Context: an optimization exercise on an open-source flow, tuned for small area. The choices shown serve that exercise and are no tape-out recipe. Function was checked by simulation only, so behaviour that the tests miss may differ from the original.

--- config.mk ---
export PLATFORM = sky130hd
export DESIGN_NAME = comparator_latch
export DESIGN_NICKNAME = comparator_latch
export VERILOG_FILES = /design/flow/design.v
export SDC_FILE = /design/flow/constraint.sdc
export NUM_CORES = 4
export LEC_CHECK = 0
export ABC_AREA = 1
export CAP_MARGIN = 20
export CORE_MARGIN = 2
export CORE_UTILIZATION = 40
export CTS_BUF_LIST = sky130_fd_sc_hd__clkbuf_2
export SLEW_MARGIN = 20
export SYNTH_HIERARCHICAL = 1
export SYNTH_MINIMUM_KEEP_SIZE = 0
--- constraint.sdc ---
create_clock -name core_clock -period 26.0 [get_ports {clk}]
set_input_delay 5.2000 -clock core_clock [delete_from_list [all_inputs] [get_ports {clk}]]
set_output_delay 5.2000 -clock core_clock [all_outputs]
set_load 0.01 [all_outputs]
--- design.v ---
module comparator_latch #
(
  parameter n_to_response_time = -1038,
  parameter p_to_response_time = -1020,
  parameter const_response_time = 1285,
  parameter n_to_tau = -1248,
  parameter p_to_tau = 1037,
  parameter const_tau = 1042,
  parameter n_to_response_time_lh = -1752,
  parameter p_to_response_time_lh = -1006,
  parameter const_response_time_lh = 1185,
  parameter n_to_tau_lh = 1131,
  parameter p_to_tau_lh = -1115,
  parameter const_tau_lh = 1529
)
(
  input clk,
  input reset,
  input sys_clk,
  input [15-1:0] n,
  input [15-1:0] p,
  output [35-1:0] out
);
  wire g0 = p[0] & p[3];
  wire g1, g2;
  cl_fa u_g1 (.a(p[1]), .b(p[4]), .c(g0), .s(g1), .co(g2));
  wire g3, g4;
  cl_fa u_g3 (.a(p[2]), .b(p[5]), .c(g2), .s(g3), .co(g4));
  wire g5, g6;
  cl_fa u_g5 (.a(p[3]), .b(p[6]), .c(g4), .s(g5), .co(g6));
  wire g7, g8;
  cl_fa u_g7 (.a(p[4]), .b(p[7]), .c(g6), .s(g7), .co(g8));
  wire g9, g10;
  cl_fa u_g9 (.a(p[5]), .b(p[8]), .c(g8), .s(g9), .co(g10));
  wire g11, g12;
  cl_fa u_g11 (.a(p[6]), .b(p[9]), .c(g10), .s(g11), .co(g12));
  wire g13, g14;
  cl_fa u_g13 (.a(p[7]), .b(p[10]), .c(g12), .s(g13), .co(g14));
  wire g15 = ~p[11];
  wire g16, g17;
  cl_fa u_g16 (.a(p[8]), .b(g15), .c(g14), .s(g16), .co(g17));
  wire g18 = g16 ^ 1'b1;
  wire g19 = g16 & 1'b1;
  wire g20, g21;
  cl_fa u_g20 (.a(p[9]), .b(g17), .c(g19), .s(g20), .co(g21));
  wire g22 = g20 ^ 1'b1;
  wire g23 = g20 & 1'b1;
  wire g24, g25;
  cl_fa u_g24 (.a(p[10]), .b(g21), .c(g23), .s(g24), .co(g25));
  wire g26 = g24 ^ 1'b1;
  wire g27 = g24 & 1'b1;
  wire g28, g29;
  cl_fa u_g28 (.a(g15), .b(g25), .c(g27), .s(g28), .co(g29));
  wire g30 = g29 ^ 1'b1;
  wire g31 = n[0] | st[3];
  wire g32 = n[1] | st[3];
  wire g33 = n[2] | st[3];
  wire g34 = n[0] & ~st[3];
  wire g35 = n[3] | st[3];
  wire g36 = st[3] ? n[3] : n[1];
  wire g37 = n[4] | st[3];
  wire g38 = st[3] ? n[4] : n[2];
  wire g39 = n[5] | st[3];
  wire g40 = st[3] ? n[5] : ~n[6];
  wire g41 = st[3] ? n[6] : ~n[7];
  wire g42 = st[3] ? n[7] : ~n[8];
  wire g43 = g1 & st[3];
  wire g44 = st[3] ? n[3] : n[0];
  wire g45 = st[3] ? n[8] : ~n[9];
  wire g46 = st[3] ? g3 : ~p[6];
  wire g47 = st[3] ? n[4] : n[1];
  wire g48 = st[3] ? n[9] : ~n[10];
  wire g49 = st[3] ? g5 : ~p[7];
  wire g50 = st[3] ? n[5] : n[2];
  wire g51 = st[3] ? n[10] : p[0];
  wire g52 = st[3] ? g7 : ~n[11];
  wire g53 = p[8] | st[3];
  wire g54 = n[3] ^ st[3];
  wire g55 = st[3] ? n[6] : p[1];
  wire g56 = st[3] ? n[11] : ~n[12];
  wire g57 = st[3] ? g9 : ~p[9];
  wire g58 = n[4] ^ st[3];
  wire g59 = st[3] ? n[7] : p[2];
  wire g60 = st[3] ? n[12] : ~n[13];
  wire g61 = st[3] ? g11 : ~p[10];
  wire g62 = p[0] | ~st[3];
  wire g63 = n[5] ^ st[3];
  wire g64 = st[3] ? n[8] : n[14];
  wire g65 = st[3] ? n[13] : p[3];
  wire g66 = st[3] ? g13 : ~p[11];
  wire g67 = p[1] | ~st[3];
  wire g68 = n[6] ^ st[3];
  wire g69 = st[3] ? n[9] : p[4];
  wire g70 = st[3] ? g18 : ~p[12];
  wire g71 = n[14] | ~st[3];
  wire g72 = p[2] | ~st[3];
  wire g73 = n[7] ^ st[3];
  wire g74 = st[3] ? n[10] : p[5];
  wire g75 = st[3] ? g22 : ~p[13];
  wire g76 = p[3] | ~st[3];
  wire g77 = n[8] ^ st[3];
  wire g78 = st[3] ? n[11] : p[6];
  wire g79 = st[3] ? g26 : p[14];
  wire g80 = p[4] | ~st[3];
  wire g81 = n[9] ^ st[3];
  wire g82 = st[3] ? n[12] : p[7];
  wire g83 = g28 & st[3];
  wire g84 = p[5] | ~st[3];
  wire g85 = n[10] ^ st[3];
  wire g86 = st[3] ? n[13] : p[8];
  wire g87 = p[6] | ~st[3];
  wire g88 = g30 | ~st[3];
  wire g89 = n[11] ^ st[3];
  wire g90 = st[3] ? ~n[14] : p[9];
  wire g91 = p[7] | ~st[3];
  wire g92 = n[12] ^ st[3];
  wire g93 = st[3] ? ~p[8] : p[10];
  wire g94 = n[13] ^ st[3];
  wire g95 = st[3] ? ~p[9] : p[11];
  wire g96 = n[14] ^ st[3];
  wire g97 = st[3] ? ~p[10] : p[12];
  wire g98 = st[3] ? p[11] : p[13];
  wire g99 = p[14] | st[3];
  wire g100 = g34 ^ ~g35;
  wire g101 = g34 & ~g35;
  wire g102 = ~g37;
  wire g103, g104;
  cl_fa u_g103 (.a(g36), .b(g102), .c(g101), .s(g103), .co(g104));
  wire g105 = ~g39;
  wire g106, g107;
  cl_fa u_g106 (.a(g38), .b(g105), .c(g104), .s(g106), .co(g107));
  wire g108, g109;
  cl_fa u_g108 (.a(n[3]), .b(g40), .c(g107), .s(g108), .co(g109));
  wire g110, g111;
  cl_fa u_g110 (.a(n[4]), .b(g41), .c(g109), .s(g110), .co(g111));
  wire g112, g113;
  cl_fa u_g112 (.a(n[5]), .b(g42), .c(g43), .s(g112), .co(g113));
  wire g114 = g111 ^ g112;
  wire g115 = g111 & g112;
  wire g116, g117;
  cl_fa u_g116 (.a(n[6]), .b(g44), .c(g45), .s(g116), .co(g117));
  wire g118, g119;
  cl_fa u_g118 (.a(g46), .b(g113), .c(g115), .s(g118), .co(g119));
  wire g120 = ~(g116 ^ g118);
  wire g121 = g116 | g118;
  wire g122, g123;
  cl_fa u_g122 (.a(n[7]), .b(g47), .c(g48), .s(g122), .co(g123));
  wire g124, g125;
  cl_fa u_g124 (.a(g49), .b(g117), .c(g119), .s(g124), .co(g125));
  wire g126, g127;
  cl_fa u_g126 (.a(g121), .b(g122), .c(g124), .s(g126), .co(g127));
  wire g128, g129;
  cl_fa u_g128 (.a(n[8]), .b(g50), .c(g51), .s(g128), .co(g129));
  wire g130, g131;
  cl_fa u_g130 (.a(g52), .b(g123), .c(g125), .s(g130), .co(g131));
  wire g132, g133;
  cl_fa u_g132 (.a(g127), .b(g128), .c(g130), .s(g132), .co(g133));
  wire g134 = ~g53 ^ g132;
  wire g135 = ~g53 & g132;
  wire g136, g137;
  cl_fa u_g136 (.a(n[9]), .b(g54), .c(g55), .s(g136), .co(g137));
  wire g138, g139;
  cl_fa u_g138 (.a(g56), .b(g57), .c(g129), .s(g138), .co(g139));
  wire g140, g141;
  cl_fa u_g140 (.a(g131), .b(g133), .c(g135), .s(g140), .co(g141));
  wire g142, g143;
  cl_fa u_g142 (.a(g136), .b(g138), .c(g140), .s(g142), .co(g143));
  wire g144, g145;
  cl_fa u_g144 (.a(n[10]), .b(g58), .c(g59), .s(g144), .co(g145));
  wire g146, g147;
  cl_fa u_g146 (.a(g60), .b(g61), .c(g137), .s(g146), .co(g147));
  wire g148, g149;
  cl_fa u_g148 (.a(g139), .b(g141), .c(g143), .s(g148), .co(g149));
  wire g150, g151;
  cl_fa u_g150 (.a(g144), .b(g146), .c(g148), .s(g150), .co(g151));
  wire g152 = ~g62 ^ g150;
  wire g153 = ~g62 & g150;
  wire g154, g155;
  cl_fa u_g154 (.a(n[11]), .b(g63), .c(g64), .s(g154), .co(g155));
  wire g156, g157;
  cl_fa u_g156 (.a(g65), .b(g66), .c(g145), .s(g156), .co(g157));
  wire g158, g159;
  cl_fa u_g158 (.a(g147), .b(g149), .c(g151), .s(g158), .co(g159));
  wire g160, g161;
  cl_fa u_g160 (.a(g153), .b(g154), .c(g156), .s(g160), .co(g161));
  wire g162 = ~g67;
  wire g163, g164;
  cl_fa u_g163 (.a(g162), .b(g158), .c(g160), .s(g163), .co(g164));
  wire g165, g166;
  cl_fa u_g165 (.a(n[12]), .b(g68), .c(g69), .s(g165), .co(g166));
  wire g167, g168;
  cl_fa u_g167 (.a(g70), .b(g155), .c(g157), .s(g167), .co(g168));
  wire g169, g170;
  cl_fa u_g169 (.a(g159), .b(g161), .c(g164), .s(g169), .co(g170));
  wire g171, g172;
  cl_fa u_g171 (.a(g165), .b(g167), .c(g169), .s(g171), .co(g172));
  wire g173 = ~g171;
  wire g174, g175;
  cl_fa u_g174 (.a(g71), .b(g72), .c(g173), .s(g174), .co(g175));
  wire g176, g177;
  cl_fa u_g176 (.a(n[13]), .b(g73), .c(g74), .s(g176), .co(g177));
  wire g178, g179;
  cl_fa u_g178 (.a(g75), .b(g166), .c(g168), .s(g178), .co(g179));
  wire g180, g181;
  cl_fa u_g180 (.a(g170), .b(g172), .c(g176), .s(g180), .co(g181));
  wire g182 = ~g178;
  wire g183, g184;
  cl_fa u_g183 (.a(g76), .b(g175), .c(g182), .s(g183), .co(g184));
  wire g185 = g180 ^ ~g183;
  wire g186 = g180 & ~g183;
  wire g187, g188;
  cl_fa u_g187 (.a(n[14]), .b(g80), .c(g184), .s(g187), .co(g188));
  wire g189, g190;
  cl_fa u_g189 (.a(g77), .b(g78), .c(g79), .s(g189), .co(g190));
  wire g191, g192;
  cl_fa u_g191 (.a(g177), .b(g179), .c(g181), .s(g191), .co(g192));
  wire g193, g194;
  cl_fa u_g193 (.a(g186), .b(g189), .c(g191), .s(g193), .co(g194));
  wire g195 = ~(~g187 ^ g193);
  wire g196 = ~g187 | g193;
  wire g197, g198;
  cl_fa u_g197 (.a(g81), .b(g82), .c(g83), .s(g197), .co(g198));
  wire g199, g200;
  cl_fa u_g199 (.a(g190), .b(g192), .c(g194), .s(g199), .co(g200));
  wire g201, g202;
  cl_fa u_g201 (.a(g196), .b(g197), .c(g199), .s(g201), .co(g202));
  wire g203 = ~g201;
  wire g204, g205;
  cl_fa u_g204 (.a(g84), .b(g188), .c(g203), .s(g204), .co(g205));
  wire g206, g207;
  cl_fa u_g206 (.a(g87), .b(g88), .c(g205), .s(g206), .co(g207));
  wire g208, g209;
  cl_fa u_g208 (.a(g85), .b(g86), .c(g198), .s(g208), .co(g209));
  wire g210, g211;
  cl_fa u_g210 (.a(g200), .b(g202), .c(g208), .s(g210), .co(g211));
  wire g212 = ~g206 ^ g210;
  wire g213 = ~g206 & g210;
  wire g214, g215;
  cl_fa u_g214 (.a(g89), .b(g90), .c(g209), .s(g214), .co(g215));
  wire g216, g217;
  cl_fa u_g216 (.a(g211), .b(g213), .c(g214), .s(g216), .co(g217));
  wire g218 = ~g216;
  wire g219, g220;
  cl_fa u_g219 (.a(g91), .b(g207), .c(g218), .s(g219), .co(g220));
  wire g221, g222;
  cl_fa u_g221 (.a(g92), .b(g93), .c(g215), .s(g221), .co(g222));
  wire g223 = ~g220;
  wire g224, g225;
  cl_fa u_g224 (.a(g217), .b(g223), .c(g221), .s(g224), .co(g225));
  wire g226, g227;
  cl_fa u_g226 (.a(g94), .b(g95), .c(g222), .s(g226), .co(g227));
  wire g228 = ~(g225 ^ g226);
  wire g229 = g225 | g226;
  wire g230, g231;
  cl_fa u_g230 (.a(g97), .b(g227), .c(g229), .s(g230), .co(g231));
  wire g232 = ~g96 ^ g230;
  wire g233 = ~g96 & g230;
  wire g234, g235;
  cl_fa u_g234 (.a(g98), .b(g231), .c(g233), .s(g234), .co(g235));
  wire g236 = g234 ^ 1'b1;
  wire g237 = g234 & 1'b1;
  wire g238 = ~g99;
  wire g239, g240;
  cl_fa u_g239 (.a(g238), .b(g235), .c(g237), .s(g239), .co(g240));
  wire g241 = g240 ^ 1'b1;
  wire g242 = g240 & 1'b1;
  wire g243 = g242 ^ 1'b1;
  wire g244 = ~g31 & 1'b0;
  wire g245 = ~g32 & g244;
  wire g246 = ~g33 & g245;
  wire g247 = g100 & g246;
  wire g248 = g103 & g247;
  wire g249 = g106 & g248;
  wire g250 = g108 & g249;
  wire g251 = g110 & g250;
  wire g252 = 8'd20 >> st[2:0];
  wire g253 = (g114 & ~g252) | ((g114 | ~g252) & g251);
  wire g254 = 8'd24 >> st[2:0];
  wire g255 = (g120 & ~g254) | ((g120 | ~g254) & g253);
  wire g256 = 8'd32 >> st[2:0];
  wire g257 = (g126 & ~g256) | ((g126 | ~g256) & g255);
  wire g258 = 8'd235 >> st[2:0];
  wire g259 = (g134 & ~g258) | ((g134 | ~g258) & g257);
  wire g260 = 8'd231 >> st[2:0];
  wire g261 = (g142 & ~g260) | ((g142 | ~g260) & g259);
  wire g262 = 8'd52 >> st[2:0];
  wire g263 = (g152 & ~g262) | ((g152 | ~g262) & g261);
  wire g264 = 8'd199 >> st[2:0];
  wire g265 = (g163 & ~g264) | ((g163 | ~g264) & g263);
  wire g266 = 8'd199 >> st[2:0];
  wire g267 = (~g174 & ~g266) | ((~g174 | ~g266) & g265);
  wire g268 = 8'd56 >> st[2:0];
  wire g269 = (g185 & ~g268) | ((g185 | ~g268) & g267);
  wire g270 = g195 | g269;
  wire g271 = 8'd235 >> st[2:0];
  wire g272 = (~g204 & ~g271) | ((~g204 | ~g271) & g270);
  wire g273 = 8'd243 >> st[2:0];
  wire g274 = (g212 & ~g273) | ((g212 | ~g273) & g272);
  wire g275 = 8'd60 >> st[2:0];
  wire g276 = (~g219 & ~g275) | ((~g219 | ~g275) & g274);
  wire g277 = 8'd235 >> st[2:0];
  wire g278 = (g224 & ~g277) | ((g224 | ~g277) & g276);
  wire g279 = 8'd243 >> st[2:0];
  wire g280 = (g228 & ~g279) | ((g228 | ~g279) & g278);
  wire g281 = 8'd60 >> st[2:0];
  wire g282 = (g232 & ~g281) | ((g232 | ~g281) & g280);
  wire g283 = 8'd235 >> st[2:0];
  wire g284 = (g236 & ~g283) | ((g236 | ~g283) & g282);
  wire g285 = 8'd24 >> st[2:0];
  wire g286 = (g239 & ~g285) | ((g239 | ~g285) & g284);
  wire g287 = 8'd56 >> st[2:0];
  wire g288 = (g241 & ~g287) | ((g241 | ~g287) & g286);
  wire g289 = 8'd199 >> st[2:0];
  wire g290 = (~g243 & ~g289) | ((~g243 | ~g289) & g288);
  wire g291 = ((st[2:0] == 3'd0) | (st[2:0] >= 3'd6)) ? (st[2:0] >= 3'd6) : g290;
  wire g292 = ~~g31 | 1'b1;
  wire g293 = ~~g32 | g292;
  wire g294 = ~~g33 | g293;
  wire g295 = ~g100 | g294;
  wire g296 = ~g103 | g295;
  wire g297 = ~g106 | g296;
  wire g298 = ~g108 | g297;
  wire g299 = ~g110 | g298;
  wire g300 = ~g114 | g299;
  wire g301 = ~g120 & g300;
  wire g302 = ~g126 & g301;
  wire g303 = ~g134 & g302;
  wire g304 = ~g142 | g303;
  wire g305 = ~g152 | g304;
  wire g306 = ~g163 & g305;
  wire g307 = ~~g174 & g306;
  wire g308 = ~g185 & g307;
  wire g309 = ~g195 & g308;
  wire g310 = ~~g204 & g309;
  wire g311 = ~g212 | g310;
  wire g312 = ~~g219 & g311;
  wire g313 = ~g224 & g312;
  wire g314 = ~g228 | g313;
  wire g315 = ~g232 & g314;
  wire g316 = ~g236 & g315;
  wire g317 = ~g239 | g316;
  wire g318 = ~g241 | g317;
  wire g319 = ~~g243 & g318;
  wire g320 = ~g319;
  wire g321 = ~~g31 | 1'b1;
  wire g322 = ~~g32 | g321;
  wire g323 = ~~g33 | g322;
  wire g324 = ~g100 | g323;
  wire g325 = ~g103 | g324;
  wire g326 = ~g106 | g325;
  wire g327 = ~g108 | g326;
  wire g328 = ~g110 & g327;
  wire g329 = ~g114 | g328;
  wire g330 = ~g120 & g329;
  wire g331 = ~g126 | g330;
  wire g332 = ~g134 & g331;
  wire g333 = ~g142 & g332;
  wire g334 = ~g152 | g333;
  wire g335 = ~g163 & g334;
  wire g336 = ~~g174 & g335;
  wire g337 = ~g185 & g336;
  wire g338 = ~g195 | g337;
  wire g339 = ~~g204 | g338;
  wire g340 = ~g212 & g339;
  wire g341 = ~~g219 | g340;
  wire g342 = ~g224 | g341;
  wire g343 = ~g228 & g342;
  wire g344 = ~g232 | g343;
  wire g345 = ~g236 & g344;
  wire g346 = ~g239 | g345;
  wire g347 = ~g241 | g346;
  wire g348 = ~~g243 & g347;
  wire g349 = ~g348;
  wire g350 = ~~g31 | 1'b1;
  wire g351 = ~~g32 | g350;
  wire g352 = ~~g33 | g351;
  wire g353 = ~g100 | g352;
  wire g354 = ~g103 | g353;
  wire g355 = ~g106 | g354;
  wire g356 = ~g108 | g355;
  wire g357 = ~g110 | g356;
  wire g358 = ~g114 & g357;
  wire g359 = ~g120 & g358;
  wire g360 = ~g126 & g359;
  wire g361 = ~g134 | g360;
  wire g362 = ~g142 | g361;
  wire g363 = ~g152 & g362;
  wire g364 = ~g163 & g363;
  wire g365 = ~~g174 & g364;
  wire g366 = ~g185 & g365;
  wire g367 = ~g195 & g366;
  wire g368 = ~~g204 | g367;
  wire g369 = ~g212 & g368;
  wire g370 = ~~g219 & g369;
  wire g371 = ~g224 | g370;
  wire g372 = ~g228 & g371;
  wire g373 = ~g232 & g372;
  wire g374 = ~g236 | g373;
  wire g375 = ~g239 | g374;
  wire g376 = ~g241 | g375;
  wire g377 = ~~g243 & g376;
  wire g378 = ~g377;
  wire g379 = ~~g31 | 1'b1;
  wire g380 = ~~g32 | g379;
  wire g381 = ~~g33 | g380;
  wire g382 = ~g100 | g381;
  wire g383 = ~g103 | g382;
  wire g384 = ~g106 | g383;
  wire g385 = ~g108 | g384;
  wire g386 = ~g110 & g385;
  wire g387 = ~g114 & g386;
  wire g388 = ~g120 & g387;
  wire g389 = ~g126 | g388;
  wire g390 = ~g134 | g389;
  wire g391 = ~g142 & g390;
  wire g392 = ~g152 & g391;
  wire g393 = ~g163 & g392;
  wire g394 = ~~g174 & g393;
  wire g395 = ~g185 & g394;
  wire g396 = ~g195 | g395;
  wire g397 = ~~g204 & g396;
  wire g398 = ~g212 & g397;
  wire g399 = ~~g219 | g398;
  wire g400 = ~g224 & g399;
  wire g401 = ~g228 & g400;
  wire g402 = ~g232 | g401;
  wire g403 = ~g236 | g402;
  wire g404 = ~g239 | g403;
  wire g405 = ~g241 | g404;
  wire g406 = ~~g243 & g405;
  wire g407 = ~g406;
  wire g408 = ~g243;
  wire g409 = ~~g31 | 1'b1;
  wire g410 = ~~g32 | g409;
  wire g411 = ~~g33 | g410;
  wire g412 = ~g100 | g411;
  wire g413 = ~g103 | g412;
  wire g414 = ~g106 | g413;
  wire g415 = ~g108 | g414;
  wire g416 = ~g110 | g415;
  wire g417 = ~g114 & g416;
  wire g418 = ~g120 | g417;
  wire g419 = ~g126 | g418;
  wire g420 = ~g134 | g419;
  wire g421 = ~g142 | g420;
  wire g422 = ~g152 | g421;
  wire g423 = ~g163 & g422;
  wire g424 = ~~g174 & g423;
  wire g425 = ~g185 & g424;
  wire g426 = ~g195 | g425;
  wire g427 = ~~g204 & g426;
  wire g428 = ~g212 | g427;
  wire g429 = ~~g219 | g428;
  wire g430 = ~g224 & g429;
  wire g431 = ~g228 | g430;
  wire g432 = ~g232 | g431;
  wire g433 = ~g236 | g432;
  wire g434 = ~g239 & g433;
  wire g435 = ~g241 | g434;
  wire g436 = ~~g243 & g435;
  wire g437 = ~g436;
  wire g438 = (st[2:0] == 3'd1) ? ((g320 & ~g349) | g408) : (st[2:0] == 3'd2) ? ((g320 & ~g378) | g408) : (st[2:0] == 3'd3) ? (~g437 | (g320 & ~g407) | g408) : (st[2:0] != 3'd0);
  wire g439 = (n[0] & ~p[0]) | ((n[0] | ~p[0]) & 1'b0);
  wire g440 = (n[1] & ~p[1]) | ((n[1] | ~p[1]) & g439);
  wire g441 = (n[2] & ~p[2]) | ((n[2] | ~p[2]) & g440);
  wire g442 = (n[3] & ~p[3]) | ((n[3] | ~p[3]) & g441);
  wire g443 = (n[4] & ~p[4]) | ((n[4] | ~p[4]) & g442);
  wire g444 = (n[5] & ~p[5]) | ((n[5] | ~p[5]) & g443);
  wire g445 = (n[6] & ~p[6]) | ((n[6] | ~p[6]) & g444);
  wire g446 = (n[7] & ~p[7]) | ((n[7] | ~p[7]) & g445);
  wire g447 = (n[8] & ~p[8]) | ((n[8] | ~p[8]) & g446);
  wire g448 = (n[9] & ~p[9]) | ((n[9] | ~p[9]) & g447);
  wire g449 = (n[10] & ~p[10]) | ((n[10] | ~p[10]) & g448);
  wire g450 = (n[11] & ~p[11]) | ((n[11] | ~p[11]) & g449);
  wire g451 = (n[12] & ~p[12]) | ((n[12] | ~p[12]) & g450);
  wire g452 = (n[13] & ~p[13]) | ((n[13] | ~p[13]) & g451);
  wire g453 = (n[14] & ~p[14]) | ((n[14] | ~p[14]) & g452);
  wire done1 = g291;
  wire done2 = g438;
  wire n_gt_p = g453;
  reg [3:0] st;
  reg prev_sys_clk;
  wire [2:0] cnt = st[2:0];
  wire start = ~prev_sys_clk & sys_clk & n_gt_p & (~n[14] | (n[13:0] == 14'd0));
  always @(posedge clk) prev_sys_clk <= sys_clk;
  always @(posedge clk) begin
    if (reset) st <= 4'd7;
    else if (st == 4'd7 || st == 4'd13) st <= start ? 4'd0 : 4'd13;
    else if (st == 4'd14) st <= (prev_sys_clk & ~sys_clk) ? 4'd8 : 4'd14;
    else if (st == 4'd15) st <= 4'd15;
    else if (~st[3]) st <= done1 ? 4'd14 : st + 4'd1;
    else st <= done2 ? 4'd15 : st + 4'd1;
  end
  wire is_r = (st == 4'd7);
  wire nz = ~((st == 4'd15) | (st[3] & (st[2:0] != 3'd0) & (st[2:0] < 3'd5)));
  assign out = {1'b0, 1'b0, 1'b0, nz, nz, 1'b0, nz, 1'b0, 1'b0, nz, nz, 1'b0, 1'b0, is_r, is_r, 1'b0, 1'b0, is_r, is_r, 1'b0, 1'b0, is_r, is_r, 1'b0, 1'b0, is_r, is_r, 1'b0, 1'b0, is_r, is_r, 1'b0, 1'b0, is_r, is_r};
endmodule
module cl_fa(input a, input b, input c, output s, output co);
  assign s = a ^ b ^ c;
  assign co = (a & b) | (a & c) | (b & c);
endmodule
--- flow/run.sh ---
#!/bin/bash
# The standard layout, with two changes:
#  - ABC maps the logic for area only (map -a, no buffering or upsizing), from a copy of
#    ORFS's scripts whose abc_area.script is replaced (ABC_AREA is 1 in config.mk);
#  - the port buffers are made from the smallest buffer cell.
set -euo pipefail
rm -rf scripts_area
cp -r "$FLOW_HOME/scripts" scripts_area
printf 'strash\ndch\nmap -a\ntopo\nstime -c\ndnsize -c\n' > scripts_area/abc_area.script
bash standard.sh "SCRIPTS_DIR=$PWD/scripts_area" \
  "BUFFER_PORTS_ARGS=-buffer_cell sky130_fd_sc_hd__buf_1" finish > make_finish.log 2>&1
--- standard.sh ---
#!/bin/bash
# synth_recipe.tcl (not shown) runs the flow's synth.tcl, then flattens the netlist and writes it again
# the make line also repeats each setting of config.mk as NAME=value (left out here)
make -C /OpenROAD-flow-scripts/flow DESIGN_CONFIG=/design/flow/config.mk WORK_HOME=/design/flow/orfs CLKGATE_MAP_FILE= SYNTH_SCRIPT=/design/flow/synth_recipe.tcl "${@:-finish}"
==> notes.md <==
-- logic make-up after synthesis --
logic type	Yosys count	synth area share, %
compound gates	112	20.05
xor+xnor	7	1.796
fa+ha+maj	89	47.14
buf+inv	112	16.17
flops	5	2.933
other cells	1	0.1099
simple gates	101	11.80
-- Yosys stat by module (local to each module, per instance) --
module            times used  area, um^2  flops+latches
cl_fa                     66       20.02              0
comparator_latch           1        2092              5
-- layout by cell type (no fill, tap or decap), types with 7 or more instances in the layout --
cell       n
fa_1      66
ha_1      23
a31oi_1    9
clkinv_1  77
nor2_1    51
buf_1     49
a21oi_1   41
conb_1    18
o22ai_1   10
o21ai_0   22
xor2_1     7
nor3_1     7
nand2_1   36
-- tightest hold or removal path: cells and delay by family, from the launching register on --
kind               cells  cell delay (ns)
AOI/OAI and AO/OA      1             0.11
DFF                    1             0.33
and+or+nand+nor        2             0.10
-- state kept, by name, summed over array words and instances (netlist names) --
signal and flops:
prev_sys_clk 1, st 4
-- through the flow --
step / worst slack, ns / instances / area (um^2) / hold slack [ns] / utilization (%)
after floorplan: 4.883 / 444 / 3477 / 0.5245 / -
after global placement: 4.159 / 565 / 3546 / 0.5753 / 42.94
after detailed placement: 3.883 / 565 / 3546 / 0.5797 / 42.94
after CTS: 4.123 / 569 / 3566 / 0.5817 / 43.18
after global routing: 3.358 / 569 / 3566 / 0.6077 / 43.18
final: 4.139 / 569 / 3566 / 0.5751 / 43.18
-- cell type report --
type	count	area, um^2	share of cell area (%)
clock buffer	4	20.02	0.5614
inverter	77	289.0	8.105
multi-input combinational	327	2825	79.23
sequential	5	101.3	2.842
tap	105	131.4	3.684
timing repair buffer	51	198.9	5.579
-- how the worst max path moves through the flow --
stage                             endpoint  slack [ns]  cells after the start  from
after floorplan           st[1]$_SDFF_PP1_        4.88                     59  n[3]
after global placement    st[3]$_SDFF_PP0_        4.16                     56  n[4]
after detailed placement  st[1]$_SDFF_PP1_        3.88                     58  n[4]
after CTS                 st[1]$_SDFF_PP1_        4.12                     58  n[4]
after global routing      st[1]$_SDFF_PP1_        3.36                     60  n[3]
final                     st[1]$_SDFF_PP1_        4.14                     58  n[4]
-- routing by layer --
layer  global-route usage, %  vias up
met3                   2.638        4
met4                   2.700        0
li1                        -     1452
met5                       0        -
met1                   27.15     1419
met2                   34.32      103
==> results by group <==
Detailed routing
  – Met2 WL: 4020 um
  – DR iter-0 viols: 157
  – M1 wire length: 3852 um
  – WL met3: 573 um
  – Routed WL: 8489 um
  – Vias: 2978
  – Drc violations: 0
  – Top sig layer: met4
  – Routed wire per std cell: 14.92 um
  – DR vias/cell: 5.234
  – Post-route ant nets: 0
  – DRT Pass-1 Iters: 4

Global route
  – Grt ovf: 0
  – Antenna violations before repair: 0
  – Total GRT Usage: 19.79%
  – First-pass GRT wire length: 14140 um
  – Pin count of the biggest net entering global routing: 54
  – Number of global-route vias before repair: 2978

Yosys
  – Post-synth ARST share: 0%
  – Cell taking the most area after synthesis: fa_1
  – Synth top area cells: fa_1 (39%), clkinv_1 (8.5%), ha_1 (8.4%)
  – Ys flop type: dfxtp_1
  – Yosys reg bits: 5
  – Syn_area_per_cell: 7.994 um^2
  – Number of enable flip-flop cells after synthesis: 0
  – Distinct cells, synth: 31
  – Top-area cell type share of the netlist area: 38.71%
  – Post-synth top cells: clkinv_1 (77), fa_1 (66), nor2_1 (51), a21oi_1 (41), nand2_1 (36)
  – Seq/Total Area, Yosys: 2.933%
  – Synth Cell Area: 0.003413 mm^2
  – Most frequent cell after synthesis: clkinv_1
  – Mapped Cells: 427
  – Synth Warn #: 7

Die
  – Die height: 96.38 um
  – Std-Cell Rows: 33
  – Boundary pin count: 68
  – Initial Utilization: 41.33%
  – Die ar.: 0.009288 mm^2
  – Die W: 96.38 um
  – Core box area: 0.008258 mm^2

Setup path
  – Critical Path Most Common Cell: fa_1
  – Reg-to-reg setup timing slack: 8.02 ns
  – Setup crit end kind: flop
  – Crit-path slowest cell: fa_1
  – CP arrival: 21.97 ns
  – Kind of critical path: in -> reg
  – R2r startpoint: st[3]$_SDFF_PP0_
  – Worst Path Required: 26.11 ns
  – Worst setup SP type: input port
  – Critical-path maximum fanout: 4
  – Worst R2R End: st[1]$_SDFF_PP1_
  – CP top delay family: adder cells
  – Worst R2R Path Depth: 61
  – Crit-path max cell delay: 0.56 ns
  – Sum of buffers and inverters on the critical path: 11

Flow run
  – MaxCap Viol Count: 0

Final layout
  – Layout Nets: 587
  – Area Overhead vs Synth: 4.472%
  – Layout cell share with drive strength beyond 1: 1.940%
  – Antenna Cells: 0
  – # fillers: 855

STA
  – Achievable Freq: 45.74 MHz
  – Worst-Margin Slew: 0.6009 ns
  – Crit share post-route: 84.08%
  – RSZ-0062 raised after global routing: false
  – Slew Limit Fails: 0
  – Final min period: 21.86 ns
  – Final Setup Violations: 0
  – Setup TNS: 0 ns
  – Hold Vio Cnt, Final: 0
  – Slew HR: 59.79%
  – Setup Skew: 0.007140 ns

Worst hold path
  – Min-Delay Path Depth: 3
  – Worst Hold Path EP: st[2]$_SDFF_PP1_
  – Hold Startpoint: prev_sys_clk$_DFF_P_
  – Tightest Hold Check Type: reg -> reg

Clock tree
  – Clk sink count: 5
  – Worst-path clk slew: 0.06 ns
  – Hold Buf Count CTS: 0
  – H-tree depth: 1
  – Post-CTS setup buffers: 0
  – CTS buffer count: 3
  – CTS-repair resized insts: 0
  – Root buf cell: clkbuf_2
  – Insertion delay to the later sink of the worst-skew pair: 0.22 ns
  – CTS tree: built
  – Clock Path Buffers: 2

Place
  – # port buffers: 49
  – Post-DP HPWL: 7565 um
  – RePlAce Congestion: 0.9422

Status
  – Status: complete, no violations

==> static timing again, ports no longer ideal <==
In the flow no input, the clock included, has a driving cell. The finished layout below was timed again as built, in two steps.
Step 1: set_driving_cell puts a clkbuf_16 on clk and a buf_2 on each other input, an assumption about the parent block.
Step 2 also shifts input and output timing later by t, the mid clock arrival at the registers, as if the neighbouring blocks saw the same clock.
a / b / c = ideal / step 1 / step 2; a / b = the first two.
t, ns: 0.228
setup WS [ns]: 4.139 / 4.131 / 3.903
worst register clock-pin slew, ns: 0.06 / 0.06
After both steps setup and hold are still met in this run. The setup slack of this run moves by -0.008 ns with the drivers and by -0.236 ns with both steps.
